This design comes from an exercise in tuning for small area and a short achievable clock period on the open sky130 flow, not from production work. Where RTL was checked, it was by simulation tests only, not by an equivalence proof against the original. Only the layout flow was run in runs 1 to 3; the RTL was not checked for function there. Power and IR drop assume default switching activity.

==> flow/design.v <==
`timescale 1ns / 1ps
module dipole(clk_in, reset, clk_out, r_vga, g_vga, b_vga, h_sync, v_sync, h_c, v_c, cw, ccw, start, stop, led, led2);
	input clk_in;
	input reset;
	output reg clk_out;
	input cw;
	input ccw;
	input start;
	input stop;
	output [7:0] r_vga;
	output [7:0] g_vga;
	output [7:0] b_vga;
	output reg h_sync;
	output reg v_sync;
	output [9:0] h_c;
	output [9:0] v_c;
	output led;
	output led2;
	reg [9:0] h_count;
	reg [9:0] v_count;
	reg [2:0] vm5;    
	reg [2:0] vd5;    
	assign h_c = h_count;
	assign v_c = v_count;
	wire h_last = h_count[9] & h_count[8] & (&h_count[4:0]);    
	wire v_last = v_count[9] & v_count[3] & v_count[2];         
	wire h_step = !clk_out;
	wire v_step = h_step && h_last;
	always @ (posedge clk_in)
		if (reset)
			clk_out <= 1'b0;
		else
			clk_out <= ~clk_out;
	always @ (posedge clk_in)
		begin
			if (reset)
				begin
					h_count <= 0;
					v_count <= 0;
					vm5 <= 0;
					vd5 <= 0;
				end
			else if (h_step)
				begin
					if (h_last)
						begin
							h_count <= 0;
							if (v_last)
								v_count <= 0;
							else
								v_count <= v_count + 1'b1;
							if (vm5[2])
								begin
									vm5 <= 0;
									vd5 <= vd5[2] ? 3'd0 : vd5 + 1'b1;
								end
							else
								vm5 <= vm5 + 1'b1;
						end
					else
						h_count <= h_count + 1'b1;
				end
		end
	always @ (posedge clk_in)
		begin
			if (reset)
				begin
					h_sync <= 1'b1;
					v_sync <= 1'b1;
				end
			else
				begin
					if (h_step)
						h_sync <= ~(h_count >= 655 && h_count < 751);
					else
						h_sync <= ~(h_count >= 656 && h_count < 752);
					if (v_step)
						v_sync <= ~(v_count >= 489 && v_count < 491);
					else
						v_sync <= ~(v_count >= 490 && v_count < 492);
				end
		end
	wire vga_out = (h_count < 640) && (v_count < 480);
	wire tick_b = h_step && (
		(vm5 == 3'd0 && h_count == 10'd497) ||
		(vm5 == 3'd1 && h_count == 10'd697) ||
		(vm5 == 3'd3 && h_count == 10'd97) ||
		(vm5 == 3'd4 && h_count == 10'd297));
	wire tick_circle = tick_b && (vm5 == 3'd0 || vm5 == 3'd3);
	wire tick_mixed = tick_b && vm5 == 3'd1 && vd5 == 3'd2;
	reg on;
	reg rst;
	assign led = on;
	assign led2 = rst;
	always @ (posedge clk_in)
		begin
			if (reset)
				begin
					on <= 0;
					rst <= 0;
				end
			else if (!start)
				begin
					on <= 1;
					rst <= 0;
				end
			else if (!stop)
				begin
					on <= 0;
					rst <= 1;
				end
		end
	reg [2:0] block_rand;
	reg [4:0] second;
	always @ (posedge clk_in)
		begin
			if (reset)
				begin
					block_rand <= 0;
					second <= 0;
				end
			else if (tick_mixed)
				begin
					block_rand <= block_rand + 3'd3;
					if (on)
						second <= second + 1'b1;
					else if (rst)
						second <= 0;
				end
		end
	reg [9:0] top_screen;
	reg go;    
	reg [2:0] pat;
	always @ (posedge clk_in)
		begin
			if (reset)
				top_screen <= 0;
			else if (tick_b)
				begin
					if (!go)
						top_screen <= 0;
					else if (second <= 5)
						top_screen <= top_screen + 10'd3;
					else if (second <= 15)
						top_screen <= top_screen + 10'd6;
					else
						top_screen <= top_screen + 10'd9;
				end
		end
	always @ (posedge clk_in)
		begin
			if (reset)
				pat <= 0;
			else if (top_screen < 20)
				pat <= block_rand;
		end
	wire b1r = (pat == 0) || (pat == 2) || (pat == 4) || (pat == 7);
	reg [1:0] b3x, b4x;
	always @*
		begin
			case (pat)
				3'd0: begin b3x = 2'd1; b4x = 2'd1; end
				3'd1: begin b3x = 2'd2; b4x = 2'd0; end
				3'd2: begin b3x = 2'd2; b4x = 2'd0; end
				3'd3: begin b3x = 2'd0; b4x = 2'd2; end
				3'd4: begin b3x = 2'd0; b4x = 2'd2; end
				3'd5: begin b3x = 2'd1; b4x = 2'd1; end
				3'd6: begin b3x = 2'd1; b4x = 2'd2; end
				default: begin b3x = 2'd0; b4x = 2'd1; end
			endcase
		end
	reg bs;
	reg [3:0] bi;
	reg be;
	reg [6:0] ball_y;
	always @*
		case (bi)
			4'd0, 4'd14: ball_y = be ? 7'd0 : 7'd1;
			4'd1, 4'd13: ball_y = be ? 7'd25 : 7'd37;
			4'd2, 4'd12: ball_y = 7'd49;
			4'd3, 4'd11: ball_y = 7'd58;
			4'd4, 4'd10: ball_y = 7'd64;
			4'd5, 4'd9:  ball_y = 7'd68;
			default:     ball_y = 7'd70;
		endcase
	wire [2:0] bk = bi[3] ? bi[2:0] + 3'd1 : ~bi[2:0];    
	wire [6:0] ball_x = {bk, 1'b0} + {bk, 3'b000};
	wire at_left = (bi == 0);
	wire at_right = (bi == 14);
	wire [3:0] bi_inc = bi + 1'b1;
	wire [3:0] bi_dec = bi - 1'b1;
	wire [5:0] st_cw = at_left ? {1'b0, 4'd1, 1'b1} : at_right ? {1'b1, 4'd13, 1'b1} :
		{bs, bs ? bi_dec : bi_inc, 1'b0};
	wire [5:0] st_ccw = at_left ? {1'b1, 4'd1, 1'b1} : at_right ? {1'b0, 4'd13, 1'b1} :
		{bs, bs ? bi_inc : bi_dec, 1'b0};
	always @ (posedge clk_in)
		begin
			if (reset)
				begin
					bs <= 0;
					bi <= 0;
					be <= 1;
				end
			else if (tick_circle)
				begin
					if (!cw)
						{bs, bi, be} <= st_cw;
					else if (!ccw)
						{bs, bi, be} <= st_ccw;
				end
		end
	wire [2:0] cp = h_count[2:0] - 3'd2;
	wire cball = cp[0];
	wire [1:0] cblk = cp[2:1];
	wire [3:0] cix = cball ? 4'd14 - bi : bi;    
	wire cup = bs ^ cball;                        
	reg [1:0] cbx;
	always @*
		case (cblk)
			2'd0: cbx = b1r ? 2'd2 : 2'd0;
			2'd1: cbx = b1r ? 2'd0 : 2'd2;
			2'd2: cbx = b3x;
			default: cbx = b4x;
		endcase
	reg cxhit;
	always @*
		if (!cblk[1])
			cxhit = (cbx == 2'd0) ? (cix <= 8) : (cix >= 8);
		else
			case (cbx)
				2'd0: cxhit = (cix <= 3);
				2'd1: cxhit = (cix >= 6 && cix <= 10);
				default: cxhit = (cix >= 13);
			endcase
	wire [9:0] cu = cup ? top_screen - ball_y : top_screen + ball_y;
	reg cyhit;
	always @*
		case (cblk)
			2'd0: cyhit = (cu >= 470 && cu <= 530);
			2'd1: cyhit = (cu >= 620 && cu <= 680);
			2'd2: cyhit = (cu >= 770 && cu <= 830);
			default: cyhit = (cu >= 870 && cu <= 930);
		endcase
	wire chit = cxhit && cyhit;
	reg cacc;
	always @ (posedge clk_in)
		begin
			if (reset)
				cacc <= 0;
			else if (cp == 3'd0 && clk_out)
				cacc <= chit;
			else
				cacc <= cacc || chit;
		end
	always @ (posedge clk_in)
		if (reset)
			go <= 0;
		else
			go <= on && !(cacc || chit);
	function hwin;
		input [9:0] h;
		input wide;
		input [1:0] bx;
		begin
			if (wide)
				hwin = (bx == 0) ? (h >= 180 && h <= 320) : (h >= 320 && h <= 460);
			else
				case (bx)
					2'd0: hwin = (h >= 230 && h <= 270);
					2'd1: hwin = (h >= 300 && h <= 340);
					default: hwin = (h >= 370 && h <= 410);
				endcase
		end
	endfunction
	wire [10:0] vz = {1'b0, v_count} - {1'b0, top_screen};
	wire vw1 = (top_screen >= 120) && (vz >= 11'd1928 && vz <= 11'd1968);
	wire vw2 = (top_screen >= 270) && (vz >= 11'd1778 && vz <= 11'd1818);
	wire vw3 = (top_screen >= 420) && (vz >= 11'd1628 && vz <= 11'd1668);
	wire vw4 = ((top_screen >= 520) && (vz >= 11'd1528 && vz <= 11'd1568)) || (vz >= 11'd504 && vz <= 11'd544);
	wire blocks = (
		(hwin(h_count, 1'b1, b1r ? 2'd2 : 2'd0) && vw1) ||
		(hwin(h_count, 1'b1, b1r ? 2'd0 : 2'd2) && vw2) ||
		(hwin(h_count, 1'b0, b3x) && vw3) ||
		(hwin(h_count, 1'b0, b4x) && vw4));
	wire xneg = (h_count < 320);
	wire [6:0] dx7 = {~h_count[6], h_count[5:0]};           
	wire [6:0] cax = xneg ? -dx7 : dx7;                      
	wire xnear = (h_count >= 235 && h_count <= 405);
	wire yneg = (v_count < 400);
	wire [6:0] dy7 = v_count[6:0] - 7'd16;                   
	wire [6:0] cay = yneg ? -dy7 : dy7;                      
	wire ynear = (v_count >= 315 && v_count <= 485);
	reg [6:0] ring_hi;
	reg [4:0] ring_w;
	always @*
		case (cay)
			7'd0: begin ring_hi = 7'd71; ring_w = 5'd2; end
			7'd1: begin ring_hi = 7'd70; ring_w = 5'd1; end
			7'd2: begin ring_hi = 7'd70; ring_w = 5'd1; end
			7'd3: begin ring_hi = 7'd70; ring_w = 5'd1; end
			7'd4: begin ring_hi = 7'd70; ring_w = 5'd1; end
			7'd5: begin ring_hi = 7'd70; ring_w = 5'd1; end
			7'd6: begin ring_hi = 7'd70; ring_w = 5'd1; end
			7'd7: begin ring_hi = 7'd70; ring_w = 5'd1; end
			7'd8: begin ring_hi = 7'd70; ring_w = 5'd1; end
			7'd9: begin ring_hi = 7'd70; ring_w = 5'd1; end
			7'd10: begin ring_hi = 7'd70; ring_w = 5'd1; end
			7'd11: begin ring_hi = 7'd70; ring_w = 5'd1; end
			7'd12: begin ring_hi = 7'd69; ring_w = 5'd1; end
			7'd13: begin ring_hi = 7'd69; ring_w = 5'd1; end
			7'd14: begin ring_hi = 7'd69; ring_w = 5'd1; end
			7'd15: begin ring_hi = 7'd69; ring_w = 5'd1; end
			7'd16: begin ring_hi = 7'd69; ring_w = 5'd1; end
			7'd17: begin ring_hi = 7'd68; ring_w = 5'd1; end
			7'd18: begin ring_hi = 7'd68; ring_w = 5'd1; end
			7'd19: begin ring_hi = 7'd68; ring_w = 5'd1; end
			7'd20: begin ring_hi = 7'd68; ring_w = 5'd1; end
			7'd21: begin ring_hi = 7'd67; ring_w = 5'd1; end
			7'd22: begin ring_hi = 7'd67; ring_w = 5'd1; end
			7'd23: begin ring_hi = 7'd67; ring_w = 5'd1; end
			7'd24: begin ring_hi = 7'd66; ring_w = 5'd1; end
			7'd25: begin ring_hi = 7'd66; ring_w = 5'd1; end
			7'd26: begin ring_hi = 7'd66; ring_w = 5'd2; end
			7'd27: begin ring_hi = 7'd65; ring_w = 5'd1; end
			7'd28: begin ring_hi = 7'd65; ring_w = 5'd1; end
			7'd29: begin ring_hi = 7'd64; ring_w = 5'd1; end
			7'd30: begin ring_hi = 7'd64; ring_w = 5'd1; end
			7'd31: begin ring_hi = 7'd63; ring_w = 5'd1; end
			7'd32: begin ring_hi = 7'd63; ring_w = 5'd1; end
			7'd33: begin ring_hi = 7'd62; ring_w = 5'd1; end
			7'd34: begin ring_hi = 7'd62; ring_w = 5'd1; end
			7'd35: begin ring_hi = 7'd61; ring_w = 5'd1; end
			7'd36: begin ring_hi = 7'd61; ring_w = 5'd2; end
			7'd37: begin ring_hi = 7'd60; ring_w = 5'd1; end
			7'd38: begin ring_hi = 7'd59; ring_w = 5'd1; end
			7'd39: begin ring_hi = 7'd59; ring_w = 5'd2; end
			7'd40: begin ring_hi = 7'd58; ring_w = 5'd1; end
			7'd41: begin ring_hi = 7'd57; ring_w = 5'd1; end
			7'd42: begin ring_hi = 7'd57; ring_w = 5'd2; end
			7'd43: begin ring_hi = 7'd56; ring_w = 5'd2; end
			7'd44: begin ring_hi = 7'd55; ring_w = 5'd1; end
			7'd45: begin ring_hi = 7'd54; ring_w = 5'd1; end
			7'd46: begin ring_hi = 7'd54; ring_w = 5'd2; end
			7'd47: begin ring_hi = 7'd53; ring_w = 5'd2; end
			7'd48: begin ring_hi = 7'd52; ring_w = 5'd2; end
			7'd49: begin ring_hi = 7'd51; ring_w = 5'd2; end
			7'd50: begin ring_hi = 7'd50; ring_w = 5'd2; end
			7'd51: begin ring_hi = 7'd49; ring_w = 5'd2; end
			7'd52: begin ring_hi = 7'd48; ring_w = 5'd2; end
			7'd53: begin ring_hi = 7'd47; ring_w = 5'd2; end
			7'd54: begin ring_hi = 7'd46; ring_w = 5'd3; end
			7'd55: begin ring_hi = 7'd44; ring_w = 5'd2; end
			7'd56: begin ring_hi = 7'd43; ring_w = 5'd2; end
			7'd57: begin ring_hi = 7'd42; ring_w = 5'd3; end
			7'd58: begin ring_hi = 7'd40; ring_w = 5'd2; end
			7'd59: begin ring_hi = 7'd39; ring_w = 5'd3; end
			7'd60: begin ring_hi = 7'd37; ring_w = 5'd2; end
			7'd61: begin ring_hi = 7'd36; ring_w = 5'd3; end
			7'd62: begin ring_hi = 7'd34; ring_w = 5'd3; end
			7'd63: begin ring_hi = 7'd32; ring_w = 5'd3; end
			7'd64: begin ring_hi = 7'd30; ring_w = 5'd4; end
			7'd65: begin ring_hi = 7'd28; ring_w = 5'd4; end
			7'd66: begin ring_hi = 7'd26; ring_w = 5'd5; end
			7'd67: begin ring_hi = 7'd23; ring_w = 5'd6; end
			7'd68: begin ring_hi = 7'd20; ring_w = 5'd8; end
			7'd69: begin ring_hi = 7'd16; ring_w = 5'd16; end
			7'd70: begin ring_hi = 7'd11; ring_w = 5'd11; end
			7'd71: begin ring_hi = 7'd0; ring_w = 5'd0; end
			default: begin ring_hi = 7'd0; ring_w = 5'd0; end
		endcase
	wire [7:0] ring_t = {1'b0, ring_hi} - {1'b0, cax};
	wire circle = xnear && ynear && (cay <= 71) && !ring_t[7] && (ring_t[6:0] <= ring_w);
	wire red_sx = (bi >= 7) ? !xneg : xneg;      
	wire red_sy = bs ? !yneg : yneg;             
	wire [7:0] tx = {1'b0, cax} - {1'b0, ball_x};
	wire [7:0] ty = {1'b0, cay} - {1'b0, ball_y};
	wire nx_ok = (tx[7:4] == 4'h0) || (tx[7:4] == 4'hf && tx[3:0] != 0);
	wire ny_ok = (ty[7:4] == 4'h0) || (ty[7:4] == 4'hf && ty[3:0] != 0);
	wire [3:0] nx = tx[7] ? -tx[3:0] : tx[3:0];
	wire [3:0] ny = ty[7] ? -ty[3:0] : ty[3:0];
	wire fx_ok = (ball_x == 0) ? (cax <= 15) : (ball_x == 10) && (cax <= 5);
	wire fy_ok = (ball_y == 0) ? (cay <= 15) : (ball_y == 1) && (cay <= 14);
	wire [3:0] fx = (ball_x == 0) ? cax[3:0] : cax[3:0] + 4'd10;
	wire [3:0] fy = (ball_y == 0) ? cay[3:0] : cay[3:0] + 4'd1;
	function disc;
		input [3:0] ax;
		input [3:0] ay;
		reg [3:0] lim;
		begin
			case (ay)
				4'd0: lim = 15;
				4'd1, 4'd2, 4'd3, 4'd4, 4'd5: lim = 14;
				4'd6, 4'd7: lim = 13;
				4'd8, 4'd9: lim = 12;
				4'd10: lim = 11;
				4'd11: lim = 10;
				4'd12: lim = 9;
				4'd13: lim = 7;
				4'd14: lim = 5;
				default: lim = 0;
			endcase
			disc = (ax <= lim);
		end
	endfunction
	wire xdom = !(bi >= 6 && bi <= 8);
	wire pick_red = xdom ? red_sx : red_sy;
	wire near_x = xdom || (red_sx == pick_red);    
	wire near_y = !xdom || (red_sy == pick_red);
	wire in_ball = xnear && ynear &&
		(near_x ? nx_ok : fx_ok) && (near_y ? ny_ok : fy_ok) &&
		disc(near_x ? nx : fx, near_y ? ny : fy);
	wire redball = in_ball && pick_red;
	wire blueball = in_ball && !pick_red;
	wire fixed_white =
		(h_count<=49 && h_count>=42 && v_count>=20 && v_count<=21) ||
		(h_count<=51 && h_count>=50 && v_count>=22 && v_count<=29) ||
		(h_count<=51 && h_count>=50 && v_count>=32 && v_count<=39) ||
		(h_count<=49 && h_count>=42 && v_count>=60 && v_count<=61) ||
		(h_count<=51 && h_count>=50 && v_count>=62 && v_count<=69) ||
		(h_count<=51 && h_count>=50 && v_count>=72 && v_count<=79) ||
		(h_count<=49 && h_count>=42 && v_count>=80 && v_count<=81) ||
		(h_count<=41 && h_count>=40 && v_count>=72 && v_count<=79) ||
		(h_count<=41 && h_count>=40 && v_count>=62 && v_count<=69) ||
		(h_count<=69 && h_count>=62 && v_count>=60 && v_count<=61) ||
		(h_count<=71 && h_count>=70 && v_count>=62 && v_count<=69) ||
		(h_count<=71 && h_count>=70 && v_count>=72 && v_count<=79) ||
		(h_count<=69 && h_count>=62 && v_count>=80 && v_count<=81) ||
		(h_count<=61 && h_count>=60 && v_count>=72 && v_count<=79) ||
		(h_count<=61 && h_count>=60 && v_count>=62 && v_count<=69) ||
		(h_count<=32 && h_count>=20 && v_count>=20 && v_count<=22) ||
		(h_count<=27 && h_count>=25 && v_count>=22 && v_count<=42) ||
		(h_count<=32 && h_count>=20 && v_count>=60 && v_count<=62) ||
		(h_count<=22 && h_count>=20 && v_count>=62 && v_count<=70) ||
		(h_count<=32 && h_count>=20 && v_count>=70 && v_count<=72) ||
		(h_count<=32 && h_count>=30 && v_count>=72 && v_count<=80) ||
		(h_count<=32 && h_count>=20 && v_count>=80 && v_count<=82);
	wire seg_def1 = (second != 1);
	wire seg_a2 = !(second == 1 || second == 4);
	wire seg_b2 = !(second == 5 || second == 6);
	wire seg_c2 = !(second == 2);
	wire seg_d2 = !(second == 4 || second == 7);
	wire seg_e2 = !(second == 3 || second == 4 || second == 5 || second == 7 || second == 9);
	wire seg_f2 = !(second == 2 || second == 3 || second == 7);
	wire seg_g2 = (second >= 2 && second <= 6) || second == 8 || second == 9;
	wire digits =
		(seg_def1 && ((h_count<=49 && h_count>=42 && v_count>=40 && v_count<=41) ||
			(h_count<=41 && h_count>=40 && v_count>=32 && v_count<=39) ||
			(h_count<=41 && h_count>=40 && v_count>=22 && v_count<=29))) ||
		(seg_a2 && (h_count<=69 && h_count>=62 && v_count>=20 && v_count<=21)) ||
		(seg_b2 && (h_count<=71 && h_count>=70 && v_count>=22 && v_count<=29)) ||
		(seg_c2 && (h_count<=71 && h_count>=70 && v_count>=32 && v_count<=39)) ||
		(seg_d2 && (h_count<=69 && h_count>=62 && v_count>=40 && v_count<=41)) ||
		(seg_e2 && (h_count<=61 && h_count>=60 && v_count>=32 && v_count<=39)) ||
		(seg_f2 && (h_count<=61 && h_count>=60 && v_count>=22 && v_count<=29)) ||
		(seg_g2 && (h_count<=69 && h_count>=62 && v_count>=30 && v_count<=31));
	wire white = circle || fixed_white || digits;
	reg r_q, g_q, b_q;
	always @ (posedge clk_in)
		begin
			if (reset || !vga_out)
				{r_q, g_q, b_q} <= 3'b0;
			else if (!clk_out)
				begin
					r_q <= !blocks && (redball || (!blueball && white));
					g_q <= blocks || (!redball && !blueball && white);
					b_q <= !blocks && !redball && (blueball || white);
				end
		end
	assign r_vga = {8{r_q}};
	assign g_vga = {8{g_q}};
	assign b_vga = {8{b_q}};
endmodule
==> flow/flow/run.sh <==
#!/bin/bash
# Own layout flow: the standard synthesis, then the combinational logic is
# mapped again with a stronger ABC script (the flip-flops, their names and cell
# types are kept as the standard synthesis made them), then the standard
# layout from that netlist.
set -euo pipefail
W=$(pwd)
R=$W/orfs/results/$FLOW_PLATFORM/dipole/base
L=$W/orfs/logs/$FLOW_PLATFORM/dipole/base
LIB=$FLOW_HOME/platforms/$FLOW_PLATFORM/lib/sky130_fd_sc_hd__tt_025C_1v80.lib
YOSYS=$(command -v yosys || echo "$FLOW_HOME/../tools/install/yosys/bin/yosys")

bash standard.sh synth > "$W/flow_synth.log" 2>&1
cp -p "$R/1_2_yosys.v" "$W/standard_1_2_yosys.v"

# the platform's don't-use cells, as the standard synthesis passed them to ABC
DONTUSE=$(grep -o -- "-dont_use [A-Za-z0-9_]*" "$L/1_2_yosys.log" | sort -u | tr '\n' ' ')

LIB="$LIB" IN="$W/standard_1_2_yosys.v" OUT="$W/resyn_1_2_yosys.v" \
  ABCSCRIPT="$W/flow/resyn.abc" DONTUSE="$DONTUSE" \
  "$YOSYS" -c "$W/flow/resyn.tcl" > "$W/flow_resyn.log" 2>&1

cp "$W/resyn_1_2_yosys.v" "$R/1_2_yosys.v"
touch "$R/1_2_yosys.v"

# ports get the smallest buffer rather than a delay cell
bash standard.sh "BUFFER_PORTS_ARGS=-buffer_cell sky130_fd_sc_hd__buf_1" finish > "$W/flow_layout.log" 2>&1
==> flow/flow/resyn.abc <==
strash
&get -n
&deepsyn -T 60
&put
&get -n
&dch -f
&nf -R 1000
&put
==> flow/flow/resyn.tcl <==
# Map the combinational logic of the standard synthesis's netlist again,
# keeping every flip-flop instance (name and cell type) as it is.
yosys -import
set lib $::env(LIB)
read_liberty -ignore_miss_func $lib
foreach m {dfxtp_1 dfxtp_2 dfxtp_4 dfrtp_1 dfrtp_2 dfrtp_4 dfstp_1 dfstp_2 dfstp_4
           dfxbp_1 dfxbp_2 dfrbp_1 dfrbp_2 dfsbp_1 dfsbp_2 dfbbn_1 dfbbn_2 dfbbp_1
           dfrtn_1 edfxtp_1 edfxbp_1 dlxtp_1 dlxtn_1 dlxtn_2 dlxtn_4 dlxbn_1 dlxbn_2
           dlxbp_1 dlrtp_1 dlrtp_2 dlrtp_4 dlrtn_1 dlrtn_2 dlrtn_4 dlrbn_1 dlrbn_2
           dlrbp_1 dlrbp_2 sdfxtp_1 sdfxtp_2 sdfxtp_4 conb_1} {
  catch { blackbox sky130_fd_sc_hd__$m }
}
read_verilog $::env(IN)
hierarchy -check -top dipole
flatten
opt_clean -purge
tee -o $::env(OUT).before.stat stat
abc -script $::env(ABCSCRIPT) -liberty $lib {*}$::env(DONTUSE)
opt_clean -purge
setundef -zero
hilomap -singleton -hicell sky130_fd_sc_hd__conb_1 HI -locell sky130_fd_sc_hd__conb_1 LO
insbuf -buf sky130_fd_sc_hd__buf_4 A X
splitnets
opt_clean -purge
tee -o $::env(OUT).stat stat -liberty $lib
# the cells' own models (from read_liberty) are not written, only the design
write_verilog -noattr -nohex -nodec $::env(OUT)
==> flow/standard.sh <==
#!/bin/bash
# synth_recipe.tcl (not shown) runs the flow's synth.tcl, then flattens the netlist and writes it again
# the make line also repeats each setting of config.mk as NAME=value (left out here)
make -C /OpenROAD-flow-scripts/flow DESIGN_CONFIG=/design/flow/config.mk WORK_HOME=/design/flow/orfs CLKGATE_MAP_FILE= SYNTH_SCRIPT=/design/flow/synth_recipe.tcl "${@:-finish}"
==> flow/config.mk <==
export PLATFORM = sky130hd
export DESIGN_NAME = dipole
export DESIGN_NICKNAME = dipole
export VERILOG_FILES = /design/flow/design.v
export SDC_FILE = /design/flow/constraint.sdc
export NUM_CORES = 4
export LEC_CHECK = 0
export CAP_MARGIN = 20
export CORE_MARGIN = 2
export CORE_UTILIZATION = 60
export CTS_BUF_LIST = sky130_fd_sc_hd__clkbuf_4
export PLACE_DENSITY = 0.7
export SLEW_MARGIN = 20
==> flow/constraint.sdc <==
create_clock -name core_clock -period 400.0 [get_ports {clk_in}]
set_input_delay 80.0000 -clock core_clock [delete_from_list [all_inputs] [get_ports {clk_in}]]
set_output_delay 80.0000 -clock core_clock [all_outputs]
set_load 0.01 [all_outputs]
==> results.ini, run 1 <==
[status]
status = complete, no violations

[routing]
drc = 0
detail_route.wl_per_cell_um = 17.6
dr.pass1.iters = 6
first_iter_violations = 908
ant_nets = 0
vias = 7346
viasPerCell = 6.41
totalWireLength_mm = 20.2

[timing]
finalCritPeriodShare_pct = 20.4
skew_ns = 0.0125
holdWs_ns = 0.464
period_minus_slack_ns = 81.49
relSlewSlack_pct = 34.7
maxSlewViolCount = 0
fin_ws_ns = 318.52
finalSetupTns_ns = 0
max_freq_mhz = 12.3
worstMarginPinSlew_ns = 0.976
rsz0062_at_grt = no
final-hold-violation-count = 0
setup_viol = 0

[min_path]
hold_path.class = reg -> reg
hold_start = cacc
whs_path_depth = 1
holdPathEnd = go

[critical_path]
r2r-start = bi[0]
crit_arrival_ns = 1.49
worstPathMaxFanout = 23
rrSetupSlack_ns = 393.83
cpPeakStageDelay_ns = 0.83
r2r-end = go
endpoint_kind = output pin
critPathTopFamily = flip-flops
worstSetupPathType = reg -> out
critPathSlowestCell = dfxtp_1
cp_num_buf_inv = 1
path_cells = buf_1
required_ns = 320.00
critPathLaunchType = flop
r2r_cells = 23

[die]
start_util_pct = 61.1
io_pins = 55
core_area_mm2 = 0.0107
chipWidth_um = 109
fp.dieH_um = 109
rows = 38
die_area_mm2 = 0.0118

[power]
switching_share_pct = 33.0
internal_power_mw = 0.00928
power_density_mw_per_mm2 = 2.04
p_leak_nw = 2.36
p_switching_mw = 0.00458
clkPwrFrac_pct = 33.2
comb_power_share_pct = 20.2
ir_drop_mv = 0.00193
seqPwrFrac_pct = 46.6

[final_layout]
antenna_cells = 0
layout-drive-gt1-share_pct = 1.99
final_nets = 1007
areaGrowthSynthToFinish_pct = 3.34
final_cells = 1146

[clock_tree]
insertion_delay_ns = 0.45
post_cts_buffers = 0
cts_hold_buffers = 0
clock-sinks = 63
cts-root-buf = clkbuf_4
cts_tree = built
cts-resized-gates = 0
numCtsBuffers = 9
ctsLongestPathBuffers = 2
cts.clk_slew.worst_paths_ns = 0.12
cts_max_level = 3

[yosys]
synth.avg_cell_area_um2 = 6.72
ys_warn_count = 1
synth_nets = 982
syn_inst = 976
synth_area_mm2 = 0.00656

[placement]
place_congestion = 1.01
placed_cells = 1130
dpl.hpwl_mm = 15.2
io_buffers = 54
pre_cts_ws_ns = 318.46

[flow_run]
maxCapViolations = 0

[global_route]
grt_overflow = 0
antenna_found_initial = 0
grt_usage_pct = 34.5
grt_max_degree = 42
grt_pass1_wl_mm = 32.2
grt_pass1_vias = 6574

how the worst max path moves through the flow:
stage | start | to | cells after the start
2_1_floorplan | cw | bi[2] | 6
3_3_place_gp | reset | v_sync | 4
3_5_place_dp | reset | v_sync | 4
4_1_cts | v_count[2] | v_c[2] | 1
5_1_grt | v_count[2] | v_c[2] | 1
6_report | v_count[2] | v_c[2] | 1
cell type report:
cell class,count,area [µm²]
Multi-Input combinational cell,842,4870
Fill cell,1016,3960
Sequential cell,63,1260
Timing Repair Buffer,58,234
Tap cell,140,175
Inverter,27,101
Clock inverter,7,72.6
Clock buffer,9,67.6
power groups by stage:
| stage | registers (mW) | clock network (mW) | logic, mW |
|---|---|---|---|
| after floorplan | 0.00660 | 0 | 0.00212 |
| after global placement | 0.00659 | 0 | 0.00263 |
| after detailed placement | 0.00660 | 0 | 0.00274 |
| after CTS | 0.00645 | 0.00465 | 0.00275 |
| after global routing | 0.00647 | 0.00486 | 0.00308 |
| final | 0.00646 | 0.00460 | 0.00280 |
cells in the final DEF, fill, tap and decap left out, types with 10 or more instances in the layout:
cell type	instances
nor2_1	140
nand2_1	110
a21oi_1	72
o21ai_0	69
xnor2_1	64
dfxtp_1	63
buf_1	53
nor3_1	49
nand3_1	39
xor2_1	36
clkinv_1	28
and2_0	21
nor2b_1	20
a31oi_1	17
and3_1	16
a211oi_1	15
nand2b_1	15
o22ai_1	11
o31ai_1	11
mux2i_1	10
nand4_1	10
or2_0	10
per-stage QoR:
stage               area [µm²]  util (%)  total power, mW
global placement          6640      61.8          0.00923
detailed placement        6640      61.8          0.00933
floorplan                 6560         -          0.00872
global route              6780      63.1           0.0144
finish                    6780      63.1           0.0139
CTS                       6780      63.1           0.0139
worst reg2reg max path: cells and delay by family (launching register included):
| kind | cells | cell delay [ns] |
|---|---|---|
| XOR/XNOR | 4 | 1.11 |
| flip-flops | 1 | 0.55 |
| buffers and inverters | 1 | 0.30 |
| AND/OR/NAND/NOR | 9 | 1.43 |
| AO/OA/AOI/OAI | 8 | 2.31 |
| multiplexers | 1 | 0.33 |
sequential cells by signal, summed over array words and instances, names as in the netlist, 3 cells and up:
name	count
vm5	3
second	5
vd5	3
h_count	10
block_rand	3
bi	4
v_count	10
pat	3
top_screen	10
metal layers:
metal	track usage, %	routed length (µm)
met1	44.7	8510
met5	0	0
met3	5.61	1400
met2	55.8	9430
met4	16.1	846
==> run 2, diff against run 1 <==
--- a/flow/flow/run.sh
+++ b/flow/flow/run.sh
@@ -24,4 +24,7 @@
 touch "$R/1_2_yosys.v"
 
-# ports get the smallest buffer rather than a delay cell
-bash standard.sh "BUFFER_PORTS_ARGS=-buffer_cell sky130_fd_sc_hd__buf_1" finish > "$W/flow_layout.log" 2>&1
+# ports get the smallest buffer rather than a delay cell; the clock tree uses
+# small buffers and no dummy loads
+bash standard.sh "BUFFER_PORTS_ARGS=-buffer_cell sky130_fd_sc_hd__buf_1" \
+  "CTS_ARGS=-sink_clustering_enable -repair_clock_nets -buf_list {sky130_fd_sc_hd__clkbuf_4 sky130_fd_sc_hd__clkbuf_8} -dont_use_dummy_load" \
+  finish > "$W/flow_layout.log" 2>&1
--- a/flow/config.mk
+++ b/flow/config.mk
@@ -9,5 +9,4 @@
 export CORE_MARGIN = 2
 export CORE_UTILIZATION = 60
-export CTS_BUF_LIST = sky130_fd_sc_hd__clkbuf_4
 export PLACE_DENSITY = 0.7
 export SLEW_MARGIN = 20
==> run 2 against run 1 <==
Non-clock buffer count did not move. Total power fell by 2.5%. Critical endpoint unchanged. Still clean. Critical path depth did not move. Clock power fell by 7.6%. Highest routed layer unchanged. Cell count fell by 0.61%. Global-route usage fell by 0.24 points. Critical path type unchanged. Final area fell by 0.24%. Area after synthesis did not move. Count of clock-buffer cells in the layout did not move. Hold slack improved by 0.0029 ns.
==> results.ini, run 2 <==
[status]
status = complete, no violations

[timing]
rsz0062_at_grt = no
skew_ns = 0.0241
worstMarginPinSlew_ns = 0.971
relSlewSlack_pct = 35.0
final-hold-violation-count = 0
fin_ws_ns = 318.65
period_minus_slack_ns = 81.35
maxSlewViolCount = 0
max_freq_mhz = 12.3
finalCritPeriodShare_pct = 20.3
setup_viol = 0
finalSetupTns_ns = 0

[placement]
place_congestion = 1.01
dpl.hpwl_mm = 15.2
io_buffers = 54
pre_cts_ws_ns = 318.46

[die]
rows = 38
start_util_pct = 61.1
fp.dieH_um = 109
die_area_mm2 = 0.0118
chipWidth_um = 109
io_pins = 55
core_area_mm2 = 0.0107

[routing]
vias = 7342
first_iter_violations = 780
totalWireLength_mm = 20.2
dr.pass1.iters = 8
detail_route.wl_per_cell_um = 17.8
viasPerCell = 6.45
drc = 0
ant_nets = 0

[clock_tree]
insertion_delay_ns = 0.35
cts_max_level = 3
cts-resized-gates = 0
cts_hold_buffers = 0
ctsLongestPathBuffers = 2
clock-sinks = 63
cts-root-buf = clkbuf_8
cts_tree = built
cts.clk_slew.worst_paths_ns = 0.06
post_cts_buffers = 0
numCtsBuffers = 9

[critical_path]
cp_num_buf_inv = 1
rrSetupSlack_ns = 393.87
worstPathMaxFanout = 23
required_ns = 320.00
critPathSlowestCell = dfxtp_1
endpoint_kind = output pin
critPathTopFamily = flip-flops
path_cells = buf_1
cpPeakStageDelay_ns = 0.80
critPathLaunchType = flop
worstSetupPathType = reg -> out
crit_arrival_ns = 1.35

[final_layout]
top_regs = h_count x10, top_screen x10, v_count x10
final_common_cell = nor2_1
antenna_cells = 0
areaGrowthSynthToFinish_pct = 3.09
final_nets = 1007
layout-drive-gt1-share_pct = 1.40
layout.cells.most_common_list = nor2_1, nand2_1, a21oi_1

[global_route]
antenna_found_initial = 0
grt_overflow = 0
grt_max_degree = 42
grt_pass1_vias = 6567
grt_pass1_wl_mm = 32.1
grt_usage_pct = 34.2

[yosys]
ys_warn_count = 1
synth_nets = 982
synth.avg_cell_area_um2 = 6.72
synth_area_mm2 = 0.00656
syn_inst = 976

[power]
p_leak_nw = 2.36
power_density_mw_per_mm2 = 2.00
ir_drop_mv = 0.00213

[flow_run]
maxCapViolations = 0

[min_path]
hold_path.class = reg -> reg

## run 2: power breakdown
| group | leakage, nW | switching, mW | internal, mW |
|---|---|---|---|
| combinational | 1.78 | 0.00176 | 0.00105 |
| clock | 0.0647 | 0.00225 | 0.00200 |
| sequential | 0.509 | 0.000137 | 0.00632 |
## run 2: layer usage
metal  vias to the layer above  share of wire, %  track usage [%]
li1                       3544                 -                -
met1                      3382                42             44.1
met2                       340                46             55.4
met3                        76               7.4             4.88
met4                         0               4.7             17.7
met5                         -                 0                0
## run 2: worst paths after layout
| check | end | startpoint | cells after the start |
|---|---|---|---|
| hold reg to reg | go | cacc | 1 |
| setup reg to reg | go | bi[0] | 23 |
| setup / recovery | v_c[2] | v_count[2] | 1 |
| hold / removal | go | cacc | 1 |
## run 2: area by class of cell
type,count,area (µm²)
inverter,27,101
fill,1013,3980
sequential,63,1260
tap,140,175
clock buffer,9,124
timing repair buffer,58,234
multi-input combinational,842,4870
## run 2: metrics by stage
| stage | util, % | total power [mW] | hold slack (ns) | cells | cell area, µm² |
|---|---|---|---|---|---|
| floorplan | - | 0.00872 | 0.397 | 976 | 6560 |
| global placement | 61.8 | 0.00923 | 0.441 | 1130 | 6640 |
| detailed placement | 61.8 | 0.00933 | 0.445 | 1130 | 6640 |
| CTS | 63.0 | 0.0135 | 0.458 | 1139 | 6770 |
| global route | 63.0 | 0.0141 | 0.481 | 1139 | 6770 |
| finish | 63.0 | 0.0135 | 0.467 | 1139 | 6770 |
==> run 3, diff against run 2 <==
--- a/flow/config.mk
+++ b/flow/config.mk
@@ -8,5 +8,5 @@
 export CAP_MARGIN = 20
 export CORE_MARGIN = 2
-export CORE_UTILIZATION = 60
-export PLACE_DENSITY = 0.7
+export CORE_UTILIZATION = 72
+export PLACE_DENSITY = 0.82
 export SLEW_MARGIN = 20
==> run 3 against run 2 <==
Sequential share of layout area grew 0.12 points. Final area shrank 0.63%. Global-route usage grew 6.5 points. Maximum frequency is essentially flat. Cell count shrank 2.9%. Routed wire length grew 1.1%. Hold slack lost 0.0067 ns. Critical endpoint unchanged. First-iteration DRC count grew 41%. Register-to-register slack lost 0.18 ns. Largest power group unchanged.
==> results.ini, run 3 <==
[die]
fp.dieH_um = 99.5
die_area_mm2 = 0.00989
io_pins = 55
core_area_mm2 = 0.00876
start_util_pct = 74.9
chipWidth_um = 99.5
rows = 34

[clock_tree]
post_cts_buffers = 0
cts.clk_slew.worst_paths_ns = 0.08
insertion_delay_ns = 0.36
numCtsBuffers = 9
cts-resized-gates = 0
cts-root-buf = clkbuf_8
clock-sinks = 63
ctsLongestPathBuffers = 2
cts_max_level = 3
cts_hold_buffers = 0
cts_tree = built

[critical_path]
required_ns = 320.00
cp_num_buf_inv = 1
crit_arrival_ns = 1.36
path_depth = 1
critPathSlowestCell = dfxtp_1
endpoint_kind = output pin
path_cells = buf_1
cpPeakStageDelay_ns = 0.81
rrSetupSlack_ns = 393.69
worstSetupPathType = reg -> out
r2r-end = go
r2r_cells = 25
worstPathMaxFanout = 23
critPathLaunchType = flop
r2r-start = bi[0]
critPathTopFamily = flip-flops
startpoint = v_count[2]

[global_route]
grt_pass1_wl_mm = 33.2
antenna_found_initial = 0
grt_usage_pct = 40.7
grt_pass1_vias = 7034
grt_max_degree = 42
grt_overflow = 0

[final_layout]
final_nets = 1006
top_regs = h_count x10, top_screen x10, v_count x10
final_common_cell = nor2_1
areaGrowthSynthToFinish_pct = 2.44
antenna_cells = 0
layout.cells.most_common_list = nor2_1, nand2_1, a21oi_1
fin_area_mm2 = 0.00672
final_util_pct = 76.7
final_cells = 1106
layout-drive-gt1-share_pct = 1.40

[timing]
period_minus_slack_ns = 81.36
final-hold-violation-count = 0
rsz0062_at_grt = no
skew_ns = 0.0271
setup_viol = 0
holdWs_ns = 0.460
worstMarginPinSlew_ns = 0.893
finalSetupTns_ns = 0
fin_ws_ns = 318.64
maxSlewViolCount = 0
max_freq_mhz = 12.3
relSlewSlack_pct = 39.8
finalCritPeriodShare_pct = 20.3

[flow_run]
maxCapViolations = 0

[power]
power_density_mw_per_mm2 = 2.03
p_leak_nw = 2.35
total_power_mw = 0.0136
ir_drop_mv = 0.00224

[yosys]
synth_nets = 982
syn_inst = 976
ys_warn_count = 1
synth.avg_cell_area_um2 = 6.72
synth_area_mm2 = 0.00656

[routing]
first_iter_violations = 1102
totalWireLength_mm = 20.4
drc = 0
dr.pass1.iters = 6
viasPerCell = 6.89
ant_nets = 0
vias = 7619
detail_route.wl_per_cell_um = 18.5

[min_path]
holdPathEnd = go
hold_path.class = reg -> reg
whs_path_depth = 1
hold_start = cacc

[placement]
io_buffers = 54
placed_area_mm2 = 0.00659
placed_cells = 1097
dpl.hpwl_mm = 15.0
place_congestion = 1.11
pre_cts_ws_ns = 318.51

[status]
status = complete, no violations

==> run 3: layout make-up <==
type                            instances  area [µm²]
Clock buffer                            9         124
Fill cell                             685        2040
Inverter                               27         101
Multi-Input combinational cell        842        4870
Sequential cell                        63        1260
Tap cell                              108         135
Timing Repair Buffer                   57         226
==> run 3: how the worst max path moves through the flow <==
stage	slack (ns)	endpoint
after floorplan	319.06	bi[2]
after detailed placement	318.51	v_sync
after global placement	318.55	v_sync
final	318.64	v_c[2]
after global routing	318.59	v_c[2]
after CTS	318.67	v_c[2]
==> run 3: metal layers <==
| layer | GRT usage [%] | part of all wire [%] |
|---|---|---|
| met3 | 6.54 | 10 |
| met5 | 0 | 0 |
| met4 | 20.4 | 5.1 |
| met2 | 67.5 | 46 |
| met1 | 51.3 | 39 |
==> run 3: power breakdown <==
part           leakage (nW)  internal (mW)  switching (mW)
logic                  1.78        0.00105         0.00177
registers             0.509        0.00632        0.000142
clock network        0.0647        0.00200         0.00234
total                  2.35        0.00937         0.00425
==> run 4, diff against run 3 <==
--- a/flow/design.v
+++ b/flow/design.v
@@ -73,10 +73,6 @@
 					if (h_step)
 						h_sync <= ~(h_count >= 655 && h_count < 751);
-					else
-						h_sync <= ~(h_count >= 656 && h_count < 752);
 					if (v_step)
 						v_sync <= ~(v_count >= 489 && v_count < 491);
-					else
-						v_sync <= ~(v_count >= 490 && v_count < 492);
 				end
 		end
@@ -130,5 +126,6 @@
 		end
 	reg [9:0] top_screen;
-	reg go;    
+	reg cacc;           
+	wire go = !cacc;    
 	reg [2:0] pat;
 	always @ (posedge clk_in)
@@ -243,5 +240,4 @@
 		endcase
 	wire chit = cxhit && cyhit;
-	reg cacc;
 	always @ (posedge clk_in)
 		begin
@@ -250,12 +246,9 @@
 			else if (cp == 3'd0 && clk_out)
 				cacc <= chit;
+			else if (cp == 3'd7 && clk_out)
+				cacc <= cacc || chit || !on;
 			else
 				cacc <= cacc || chit;
 		end
-	always @ (posedge clk_in)
-		if (reset)
-			go <= 0;
-		else
-			go <= on && !(cacc || chit);
 	function hwin;
 		input [9:0] h;
--- a/flow/config.mk
+++ b/flow/config.mk
@@ -8,5 +8,5 @@
 export CAP_MARGIN = 20
 export CORE_MARGIN = 2
-export CORE_UTILIZATION = 72
-export PLACE_DENSITY = 0.82
+export CORE_UTILIZATION = 60
+export PLACE_DENSITY = 0.7
 export SLEW_MARGIN = 20
==> run 4 against run 3 <==
Routed wire length grew 2.7%. Clock skew shrank 0.011 ns. Utilization shrank 13 points. Setup slack lost 0.048 ns. Critical path depth is the same.
==> results.ini, run 4 <==
[routing]
ant_nets = 0
detail_route.wl_per_cell_um = 18.4
viasPerCell = 6.59
dr.pass1.iters = 7
totalWireLength_mm = 21.0
vias = 7543
first_iter_violations = 902
drc = 0

[global_route]
antenna_found_initial = 0
gr-usage-met2_pct = 56.9
grt_usage_pct = 35.3
grtUsageMet3_pct = 6.10
grtUsageMet1_pct = 46.7
grt_overflow = 0
grt_max_degree = 35
top_usage_layer = met2
grt_pass1_vias = 6506
grt_pass1_wl_mm = 32.8

[critical_path]
required_ns = 320.00
critPathTopFamily = flip-flops
crit_arrival_ns = 1.41
r2r_cells = 23
r2r-end = cacc
cpPeakStageDelay_ns = 0.84
endpoint_kind = output pin
cp_num_buf_inv = 1
critPathLaunchType = flop
r2r-start = bi[0]
path_cells = buf_1
rrSetupSlack_ns = 392.71
critPathSlowestCell = dfxtp_1
worstPathMaxFanout = 21
worstSetupPathType = reg -> out

[die]
fp.dieH_um = 109
die_area_mm2 = 0.0118
io_pins = 55
rows = 38
start_util_pct = 61.1
chipWidth_um = 109
core_area_mm2 = 0.0108

[timing]
final-hold-violation-count = 0
maxSlewViolCount = 0
setup_viol = 0
skew_ns = 0.0165
finalCritPeriodShare_pct = 20.4
rsz0062_at_grt = no
relSlewSlack_pct = 31.4
fin_ws_ns = 318.59
max_freq_mhz = 12.3
finalSetupTns_ns = 0
period_minus_slack_ns = 81.41
holdWs_ns = 0.503
worstMarginPinSlew_ns = 1.02

[clock_tree]
cts.clk_slew.worst_paths_ns = 0.08
ctsLongestPathBuffers = 2
numCtsBuffers = 9
cts_max_level = 3
cts_tree = built
clock-sinks = 62
cts_hold_buffers = 0
insertion_delay_ns = 0.37
cts-root-buf = clkbuf_8
post_cts_buffers = 0
cts-resized-gates = 0

[final_layout]
layout-drive-gt1-share_pct = 1.99
top_regs = h_count x10, top_screen x10, v_count x10
layout.cells.most_common_list = nor2_1, nand2_1, xnor2_1
final_nets = 1012
antenna_cells = 0
fillCellCount = 1026
final_common_cell = nor2_1
fin_area_mm2 = 0.00684
areaGrowthSynthToFinish_pct = 3.76
final_util_pct = 63.4
final_cells = 1144

[yosys]
synth_nets = 981
syn_inst = 975
synth.avg_cell_area_um2 = 6.76
ys_warn_count = 1
synth_area_mm2 = 0.00659

[placement]
placed_area_mm2 = 0.00672
dpl.hpwl_mm = 15.9
pre_cts_ws_ns = 318.68
placed_cells = 1135
place_congestion = 1.01
io_buffers = 54

[min_path]
hold_path.class = reg -> reg
whs_path_depth = 1
hold_start = block_rand[1]
holdPathEnd = block_rand[1]

[power]
p_leak_nw = 2.25
power_density_mw_per_mm2 = 1.92
total_power_mw = 0.0132
ir_drop_mv = 0.00257

[status]
status = complete, no violations

[flow_run]
maxCapViolations = 0

## run 4: how the worst max path moves through the flow
stage	startpoint	to	slack [ns]	depth (start not counted)
after global routing	v_count[0]	v_c[0]	318.55	1
final	v_count[0]	v_c[0]	318.59	1
after floorplan	ccw	bi[3]	318.21	5
after CTS	v_count[0]	v_c[0]	318.61	1
after global placement	cw	bi[3]	318.72	7
after detailed placement	cw	bi[3]	318.68	7
## run 4: power by group
part	switching (mW)	internal, mW	leakage, nW
logic	0.00156	0.000969	1.69
registers	0.0000664	0.00623	0.501
clock network	0.00234	0.00200	0.0647
## run 4: final cells by class
class	instances	area, µm²	share of cell area, %
timing repair buffer	64	278	4.06
tap	140	175	2.56
inverter	22	82.6	1.21
multi-input combinational	847	4940	72.2
sequential	62	1240	18.1
clock buffer	9	124	1.81
## run 4: routing by layer
layer,part of all wire (%),routed length [µm]
met4,3.1,654
met1,41,8690
met5,0,0
met3,10,2130
met2,45,9530
==> run 5, diff against run 4 <==
--- a/flow/design.v
+++ b/flow/design.v
@@ -278,5 +278,5 @@
 	wire xneg = (h_count < 320);
 	wire [6:0] dx7 = {~h_count[6], h_count[5:0]};           
-	wire [6:0] cax = xneg ? -dx7 : dx7;                      
+	wire [6:0] xo = dx7 ^ {7{xneg}};                         
 	wire xnear = (h_count >= 235 && h_count <= 405);
 	wire yneg = (v_count < 400);
@@ -362,9 +362,10 @@
 			default: begin ring_hi = 7'd0; ring_w = 5'd0; end
 		endcase
-	wire [7:0] ring_t = {1'b0, ring_hi} - {1'b0, cax};
+	wire [7:0] ring_t = {1'b0, ring_hi} + {1'b1, ~xo} + {7'd0, !xneg};
 	wire circle = xnear && ynear && (cay <= 71) && !ring_t[7] && (ring_t[6:0] <= ring_w);
 	wire red_sx = (bi >= 7) ? !xneg : xneg;      
 	wire red_sy = bs ? !yneg : yneg;             
-	wire [7:0] tx = {1'b0, cax} - {1'b0, ball_x};
+	wire [6:0] ball_xn = xneg ? ball_x - 7'd1 : ball_x;      
+	wire [7:0] tx = {1'b0, xo} - {ball_xn == 7'h7f, ball_xn};   
 	wire [7:0] ty = {1'b0, cay} - {1'b0, ball_y};
 	wire nx_ok = (tx[7:4] == 4'h0) || (tx[7:4] == 4'hf && tx[3:0] != 0);
@@ -372,7 +373,7 @@
 	wire [3:0] nx = tx[7] ? -tx[3:0] : tx[3:0];
 	wire [3:0] ny = ty[7] ? -ty[3:0] : ty[3:0];
-	wire fx_ok = (ball_x == 0) ? (cax <= 15) : (ball_x == 10) && (cax <= 5);
+	wire fx_ok = (ball_x == 0) ? (xo <= (xneg ? 14 : 15)) : (ball_x == 10) && (xo <= (xneg ? 4 : 5));
 	wire fy_ok = (ball_y == 0) ? (cay <= 15) : (ball_y == 1) && (cay <= 14);
-	wire [3:0] fx = (ball_x == 0) ? cax[3:0] : cax[3:0] + 4'd10;
+	wire [3:0] fx = xo[3:0] + (xneg ? 4'd1 : 4'd0) + ((ball_x == 0) ? 4'd0 : 4'd10);
 	wire [3:0] fy = (ball_y == 0) ? cay[3:0] : cay[3:0] + 4'd1;
 	function disc;
--- a/flow/flow/run.sh
+++ b/flow/flow/run.sh
@@ -27,4 +27,4 @@
 # small buffers and no dummy loads
 bash standard.sh "BUFFER_PORTS_ARGS=-buffer_cell sky130_fd_sc_hd__buf_1" \
-  "CTS_ARGS=-sink_clustering_enable -repair_clock_nets -buf_list {sky130_fd_sc_hd__clkbuf_4 sky130_fd_sc_hd__clkbuf_8} -dont_use_dummy_load" \
+  "CTS_ARGS=-sink_clustering_enable -repair_clock_nets -buf_list {sky130_fd_sc_hd__clkbuf_4} -root_buf sky130_fd_sc_hd__clkbuf_8 -dont_use_dummy_load" \
   finish > "$W/flow_layout.log" 2>&1
--- a/flow/config.mk
+++ b/flow/config.mk
@@ -6,7 +6,8 @@
 export NUM_CORES = 4
 export LEC_CHECK = 0
-export CAP_MARGIN = 20
+export CAP_MARGIN = 10
 export CORE_MARGIN = 2
 export CORE_UTILIZATION = 60
+export GPL_TIMING_DRIVEN = 0
 export PLACE_DENSITY = 0.7
-export SLEW_MARGIN = 20
+export SLEW_MARGIN = 10
==> run 5 against run 4 <==
Final area grew 1.8%. Die area shrank 2.1%. Cell count grew 2.3%. Routed wire length shrank 5.8%. Register-to-register slack gained 0.30 ns. Maximum frequency shrank 0.38%. Non-clock buffer count grew 35. Clock power shrank 3%. Count of clock-buffer cells in the layout is the same. Setup slack lost 0.31 ns. Total power grew 3.5%. Sequential power grew 6.4%. Critical endpoint is now h_c[2]. Largest power group unchanged. Highest routed layer unchanged.
==> results.ini, run 5 <==
[global_route]
grt_overflow = 0
antenna_found_initial = 0
grt_usage_pct = 34.2
grt_pass1_vias = 6358
grt_pass1_wl_mm = 31.4
grt_max_degree = 31

[critical_path]
worstSetupPathType = reg -> out
endpoint_kind = output pin
path_cells = buf_4, buf_1
cpPeakStageDelay_ns = 0.99
crit_arrival_ns = 1.72
critPathSlowestCell = dfxtp_1
required_ns = 320.00
worstPathMaxFanout = 25
critPathLaunchType = flop

[clock_tree]
clock-sinks = 62
insertion_delay_ns = 0.36
cts-root-buf = clkbuf_8
post_cts_buffers = 0
ctsLongestPathBuffers = 2
cts.clk_slew.worst_paths_ns = 0.06
numCtsBuffers = 9
cts_hold_buffers = 0
cts-resized-gates = 0
cts_max_level = 3
cts_tree = built

[placement]
io_buffers = 54
dpl.hpwl_mm = 14.7
pre_cts_ws_ns = 318.13
place_congestion = 1.01
placed_cells = 1160
placed_area_mm2 = 0.00683

[power]
internal_power_mw = 0.00930
total_power_mw = 0.0136
power_density_mw_per_mm2 = 1.96
p_switching_mw = 0.00432
clkPwrFrac_pct = 31.0
switching_share_pct = 31.7
ir_drop_mv = 0.00214
comb_power_share_pct = 19.9
p_leak_nw = 2.54
seqPwrFrac_pct = 49.1

[die]
start_util_pct = 62.2
fp.dieH_um = 108
core_area_mm2 = 0.0104
rows = 37
die_area_mm2 = 0.0116
chipWidth_um = 108
io_pins = 55

[timing]
relSlewSlack_pct = 32.4
holdWs_ns = 0.465
setup_viol = 0
finalSetupTns_ns = 0
max_freq_mhz = 12.2
period_minus_slack_ns = 81.72
fin_ws_ns = 318.28
rsz0062_at_grt = no
worstMarginPinSlew_ns = 1.01
maxSlewViolCount = 0
finalCritPeriodShare_pct = 20.4
skew_ns = 0.0221
final-hold-violation-count = 0

[yosys]
synth_nets = 976
syn_inst = 970
synth_area_mm2 = 0.00645
synth.avg_cell_area_um2 = 6.65
ys_warn_count = 1

[routing]
ant_nets = 0
first_iter_violations = 759
dr.pass1.iters = 5
viasPerCell = 6.31
drc = 0
vias = 7388
totalWireLength_mm = 19.8
detail_route.wl_per_cell_um = 16.9

[final_layout]
antenna_cells = 0
fillCellCount = 1014
layout-drive-gt1-share_pct = 5.42
fin_area_mm2 = 0.00696
areaGrowthSynthToFinish_pct = 7.95
final_cells = 1170
top_regs = h_count x10, top_screen x10, v_count x10
final_common_cell = nor2_1
final_nets = 1042
layout.cells.most_common_list = nor2_1, nand2_1, a21oi_1
final_util_pct = 67.2

[min_path]
hold_path.class = reg -> reg

[status]
status = complete, no violations

[flow_run]
maxCapViolations = 0

## run 5: cell types whose count changed in the layout (fill, tap and decap cells not counted), sizes merged, moves of 6 or more
cell,before,now
a31oi,19,12
and3,11,17
buf,64,99
nand3,37,26
xnor2,82,54
and2,8,14
a21oi,70,97
clkinv,22,30
nand3b,7,1
nor2,139,132
o221ai,0,6
maj3,13,3
## run 5: path summary, 6_finish.rpt
check                              startpoint       endpoint  slack [ns]  cells after the start
worst max-delay path               h_count[2]         h_c[2]      318.28                      2
worst min-delay path            block_rand[2]  block_rand[2]        0.46                      1
worst max register to register     v_count[5]            r_q      393.01                     26
worst min register to register  block_rand[2]  block_rand[2]        0.46                      1
## run 5: final cells by class
type | count | area [µm²] | share of cell area (%)
Timing Repair Buffer | 55 | 211 | 3.04
Clock buffer | 9 | 124 | 1.78
Buffer | 44 | 330 | 4.74
Multi-Input combinational cell | 834 | 4770 | 68.6
Tap cell | 136 | 170 | 2.44
Sequential cell | 62 | 1240 | 17.8
Inverter | 30 | 113 | 1.62
## run 5: power by group through the flow
stage	Sequential, mW	Clock [mW]	Combinational (mW)
5_1_grt	0.00671	0.00454	0.00300
3_3_place_gp	0.00680	0	0.00261
6_report	0.00669	0.00422	0.00271
2_1_floorplan	0.00668	0	0.00201
3_5_place_dp	0.00681	0	0.00264
4_1_cts	0.00668	0.00436	0.00265
## run 5: worst max-delay path, delay by kind of cell (launching register included)
family	cells	cell delay, ns
flops	1	0.99
buf+inv	2	0.39
## run 5: per-layer routing
layer | part of all wire, % | GRT usage (%) | routed length [µm] | vias up
li1 | - | - | - | 3633
met1 | 44 | 46.8 | 8640 | 3311
met2 | 43 | 52.6 | 8510 | 396
met3 | 11 | 7.32 | 2090 | 48
met4 | 2.7 | 12.7 | 542 | 0
met5 | 0 | 0 | 0 | -
==> run 6, diff against run 5 <==
--- a/flow/config.mk
+++ b/flow/config.mk
@@ -6,8 +6,7 @@
 export NUM_CORES = 4
 export LEC_CHECK = 0
-export CAP_MARGIN = 10
+export CAP_MARGIN = 20
 export CORE_MARGIN = 2
 export CORE_UTILIZATION = 60
-export GPL_TIMING_DRIVEN = 0
 export PLACE_DENSITY = 0.7
-export SLEW_MARGIN = 10
+export SLEW_MARGIN = 20
==> run 6 against run 5 <==
Sequential share of layout area up 0.72 points. Global-route usage grew 3.4 points. Cell count fell by 3.0%. Utilization is 2.6 points lower. Count of clock-buffer cells in the layout is the same. Non-clock buffer count fell by 35. Sequential power down 2%. Die area is the same. Via count is 4.4% higher. Critical path depth fell by 1. Area after synthesis stayed put. Flip-flop and latch count is the same. Largest cell class unchanged. Largest power group unchanged. Highest routed layer unchanged.
==> results.ini, run 6 <==
[placement]
placed_area_mm2 = 0.00657
placed_cells = 1126
pre_cts_ws_ns = 318.31
io_buffers = 54
dpl.hpwl_mm = 16.1
place_congestion = 0.999

[routing]
drc = 0
vias = 7715
totalWireLength_mm = 21.7
detail_route.wl_per_cell_um = 19.1
dr.pass1.iters = 6
first_iter_violations = 870
ant_nets = 0
viasPerCell = 6.80

[power]
p_leak_nw = 2.34
total_power_mw = 0.0137
ir_drop_mv = 0.00253
power_density_mw_per_mm2 = 2.04

[critical_path]
cp_num_buf_inv = 1
critPathTopFamily = flip-flops
critPathSlowestCell = dfxtp_1
endpoint_kind = output pin
rrSetupSlack_ns = 392.98
r2r_cells = 26
required_ns = 320.00
path_cells = buf_1
crit_arrival_ns = 1.41
critPathLaunchType = flop
r2r-start = v_count[6]
worstPathMaxFanout = 21
cpPeakStageDelay_ns = 0.85
r2r-end = r_q
worstSetupPathType = reg -> out

[clock_tree]
cts_hold_buffers = 0
cts_tree = built
clock-sinks = 62
insertion_delay_ns = 0.35
cts.clk_slew.worst_paths_ns = 0.06
cts-resized-gates = 0
ctsLongestPathBuffers = 2
cts-root-buf = clkbuf_8
numCtsBuffers = 9
post_cts_buffers = 0
cts_max_level = 3

[yosys]
ys_warn_count = 1
syn_inst = 970
synth_area_mm2 = 0.00645
synth_nets = 976
synth.avg_cell_area_um2 = 6.65

[min_path]
holdPathEnd = block_rand[2]
hold_path.class = reg -> reg
whs_path_depth = 1
hold_start = block_rand[2]

[die]
io_pins = 55
fp.dieH_um = 108
core_area_mm2 = 0.0104
chipWidth_um = 108
die_area_mm2 = 0.0116
rows = 37
start_util_pct = 62.2

[timing]
finalSetupTns_ns = 0
final-hold-violation-count = 0
setup_viol = 0
finalCritPeriodShare_pct = 20.4
worstMarginPinSlew_ns = 0.990
rsz0062_at_grt = no
period_minus_slack_ns = 81.41
holdWs_ns = 0.459
max_freq_mhz = 12.3
relSlewSlack_pct = 33.3
maxSlewViolCount = 0
fin_ws_ns = 318.59
skew_ns = 0.0310

[final_layout]
areaGrowthSynthToFinish_pct = 3.74
fin_area_mm2 = 0.00669
final_common_cell = nor2_1
antenna_cells = 0
final_cells = 1135
layout-drive-gt1-share_pct = 1.90
final_nets = 1007
final_util_pct = 64.5
layout.cells.most_common_list = nor2_1, nand2_1, a21oi_1
top_regs = h_count x10, top_screen x10, v_count x10
fillCellCount = 975

[status]
status = complete, no violations

[global_route]
antenna_found_initial = 0
grt_pass1_vias = 7064
grt_overflow = 0
grt_pass1_wl_mm = 34.8
grt_usage_pct = 37.6
grt_max_degree = 31

[flow_run]
maxCapViolations = 0

==> run 6: worst max path at each step <==
stage / start / end / slack, ns / cells past startpoint
after floorplan: ccw / bi[3] / 318.82 / 7
after global placement: reset / second[4] / 318.54 / 9
after detailed placement: reset / second[4] / 318.31 / 9
after CTS: v_count[7] / v_c[7] / 318.61 / 1
after global routing: v_count[4] / v_c[4] / 318.51 / 1
final: v_count[7] / v_c[7] / 318.59 / 1
==> run 6: power by group <==
part	internal, mW	switching, mW	leakage, nW	total (mW)
Combinational	0.000959	0.00195	1.78	0.00291
Clock	0.00200	0.00221	0.0647	0.00421
Sequential	0.00631	0.000240	0.502	0.00655
==> run 6: cell type report <==
class / instances / area, µm² / share of cell area (%)
Tap cell: 136 / 170 / 2.54
Sequential cell: 62 / 1240 / 18.5
Timing Repair Buffer: 64 / 278 / 4.15
Multi-Input combinational cell: 834 / 4770 / 71.2
Clock buffer: 9 / 124 / 1.85
Inverter: 30 / 113 / 1.68
==> run 6: layer usage <==
metal	GRT usage [%]	part of all wire [%]	up-vias	wire [µm]
met5	0	0	-	0
met4	16.7	3.4	0	748
met3	8.23	12	72	2530
met2	59.7	45	499	9830
met1	48.6	40	3584	8600
li1	-	-	3560	-
==> run 7, diff against run 6 <==
--- a/flow/flow/run.sh
+++ b/flow/flow/run.sh
@@ -27,4 +27,4 @@
 # small buffers and no dummy loads
 bash standard.sh "BUFFER_PORTS_ARGS=-buffer_cell sky130_fd_sc_hd__buf_1" \
-  "CTS_ARGS=-sink_clustering_enable -repair_clock_nets -buf_list {sky130_fd_sc_hd__clkbuf_4} -root_buf sky130_fd_sc_hd__clkbuf_8 -dont_use_dummy_load" \
+  "CTS_ARGS=-sink_clustering_enable -repair_clock_nets -buf_list {sky130_fd_sc_hd__clkbuf_4} -sink_clustering_size 8 -sink_clustering_max_diameter 50 -dont_use_dummy_load" \
   finish > "$W/flow_layout.log" 2>&1
==> run 7 against run 6 <==
Die area did not move. Hold slack hardly changed. Combinational power about the same. Cell count unchanged. Still clean. Non-clock buffer count stayed put. Clock skew grew 0.018 ns. Register-to-register slack worse by 0.02 ns.
==> results.ini, run 7 <==
[status]
status = complete, no violations

[critical_path]
cp_num_buf_inv = 1
required_ns = 320.00
crit_arrival_ns = 1.49
r2r-end = r_q
critPathTopFamily = flip-flops
worstSetupPathType = reg -> out
worstPathMaxFanout = 21
rrSetupSlack_ns = 392.96
crit_end = v_c[7]
r2r_cells = 26
startpoint = v_count[7]
cpPeakStageDelay_ns = 0.87
endpoint_kind = output pin
path_depth = 1
critPathSlowestCell = dfxtp_1
r2r-start = v_count[6]
critPathLaunchType = flop
path_cells = buf_1

[final_layout]
layout-drive-gt1-share_pct = 1.90
final_util_pct = 64.0
layout.cells.most_common_list = nor2_1, nand2_1, a21oi_1
top_regs = h_count x10, top_screen x10, v_count x10
final_nets = 1007
fillCellCount = 981
areaGrowthSynthToFinish_pct = 2.87
antenna_cells = 0
final_common_cell = nor2_1

[routing]
totalWireLength_mm = 21.5
first_iter_violations = 931
vias = 7653
viasPerCell = 6.74
ant_nets = 0
dr.pass1.iters = 6
detail_route.wl_per_cell_um = 19.0
drc = 0

[placement]
io_buffers = 54
dpl.hpwl_mm = 16.1
place_congestion = 0.999

[die]
core_area_mm2 = 0.0104
die_area_mm2 = 0.0116
rows = 37
fp.dieH_um = 108
io_pins = 55
start_util_pct = 62.2
chipWidth_um = 108

[timing]
max_freq_mhz = 12.3
finalCritPeriodShare_pct = 20.4
period_minus_slack_ns = 81.49
worstMarginPinSlew_ns = 0.950
finalSetupTns_ns = 0
setup_viol = 0
relSlewSlack_pct = 36.0
maxSlewViolCount = 0
skew_ns = 0.0489
final-hold-violation-count = 0
rsz0062_at_grt = no

[clock_tree]
post_cts_buffers = 0
cts_hold_buffers = 0
cts-resized-gates = 0
numCtsBuffers = 9
ctsLongestPathBuffers = 2
cts.clk_slew.worst_paths_ns = 0.09
cts_tree = built
cts-root-buf = clkbuf_4
clock-sinks = 62
cts_max_level = 3
insertion_delay_ns = 0.42

[yosys]
syn_inst = 970
synth.avg_cell_area_um2 = 6.65
ys_warn_count = 1
synth_area_mm2 = 0.00645
synth_nets = 976

[power]
seqPwrFrac_pct = 52.3
clkPwrFrac_pct = 24.6
comb_power_share_pct = 23.1
switching_share_pct = 33.6
internal_power_mw = 0.00830
p_switching_mw = 0.00420
ir_drop_mv = 0.00217
p_leak_nw = 2.32
power_density_mw_per_mm2 = 1.88

[global_route]
grt_pass1_vias = 7046
grt_overflow = 0
grt_max_degree = 31
grt_pass1_wl_mm = 34.6
antenna_found_initial = 0
grt_usage_pct = 37.3

[min_path]
hold_path.class = reg -> reg

[flow_run]
maxCapViolations = 0

## run 7: metal layers
| layer | vias up | global-route usage (%) | wire, µm |
|---|---|---|---|
| li1 | 3564 | - | - |
| met2 | 486 | 58.8 | 9650 |
| met4 | 0 | 18.3 | 836 |
| met3 | 78 | 6.78 | 2420 |
| met5 | - | 0 | 0 |
| met1 | 3525 | 48.8 | 8630 |
## run 7: through the flow
stage	cells	instance area [µm²]	hold slack (ns)	setup slack, ns	total power [mW]
6_report	1135	6640	0.459	318.51	0.0125
5_1_grt	1135	6640	0.484	318.43	0.0130
4_1_cts	1135	6640	0.463	318.52	0.0124
3_5_place_dp	1126	6570	0.451	318.31	0.00944
3_3_place_gp	1126	6570	0.442	318.54	0.00932
2_1_floorplan	970	6450	0.427	318.82	0.00869
## run 7: how the worst min path moves through the flow
stage	start	end	slack, ns	cells after the start
2_1_floorplan	block_rand[2]	block_rand[2]	0.43	1
3_3_place_gp	block_rand[2]	block_rand[2]	0.44	1
3_5_place_dp	block_rand[2]	block_rand[2]	0.45	1
4_1_cts	block_rand[2]	block_rand[2]	0.46	1
5_1_grt	block_rand[2]	block_rand[2]	0.48	1
6_report	block_rand[2]	block_rand[2]	0.46	1
## run 7: final cells by class
type                    instances  area, µm²  area share, %
multi-input cells             834       4770           71.8
well taps                     136        170           2.56
clock buffers                   9       67.6           1.02
inverters                      30        113           1.70
repair buffers                 64        278           4.19
flip-flops and latches         62       1240           18.7
## run 7: power by group through the flow
stage	logic (mW)	registers [mW]	clock network (mW)
final	0.00290	0.00654	0.00308
after global routing	0.00315	0.00655	0.00331
after global placement	0.00267	0.00666	0
after floorplan	0.00201	0.00668	0
after detailed placement	0.00277	0.00667	0
after CTS	0.00279	0.00652	0.00313

[port drivers added, routing unchanged]
The flow's constraints put no driver on any port. The routed layouts listed below were extracted and timed again, unchanged, in two steps. Step 1: set_driving_cell puts a clkbuf_16 on clk_in and a buf_2 on each other input, an assumption about the parent block. Step 2 times the ports against the registers' clock, not the clock port: input delays grow and output delays shrink by t, the midpoint of the rising clock arrivals with the driver on. a / b / c = no drivers / after step 1 / after step 2; a / b = the first two.
run | t (ns) | setup WS [ns] | worst setup path after step 2
run 1 | 0.475 | 318.515 / 318.479 / 318.435 | input to register
run 2 | 0.372 | 318.654 / 318.618 / 318.452 | input to register
run 3 | 0.381 | 318.636 / 318.603 / 318.451 | input to register
run 4 | 0.398 | 318.588 / 318.551 / 318.629 | input to register
run 5 | 0.384 | 318.276 / 318.238 / 318.084 | input to register
run 6 | 0.374 | 318.586 / 318.550 / 318.229 | input to register
run 7 | 0.432 | 318.512 / 318.479 / 318.243 | input to register
After both steps setup and hold are still met in every run listed. The setup slack of run 6, which loses most, moves by -0.036 ns with the drivers and by -0.357 ns with both steps.
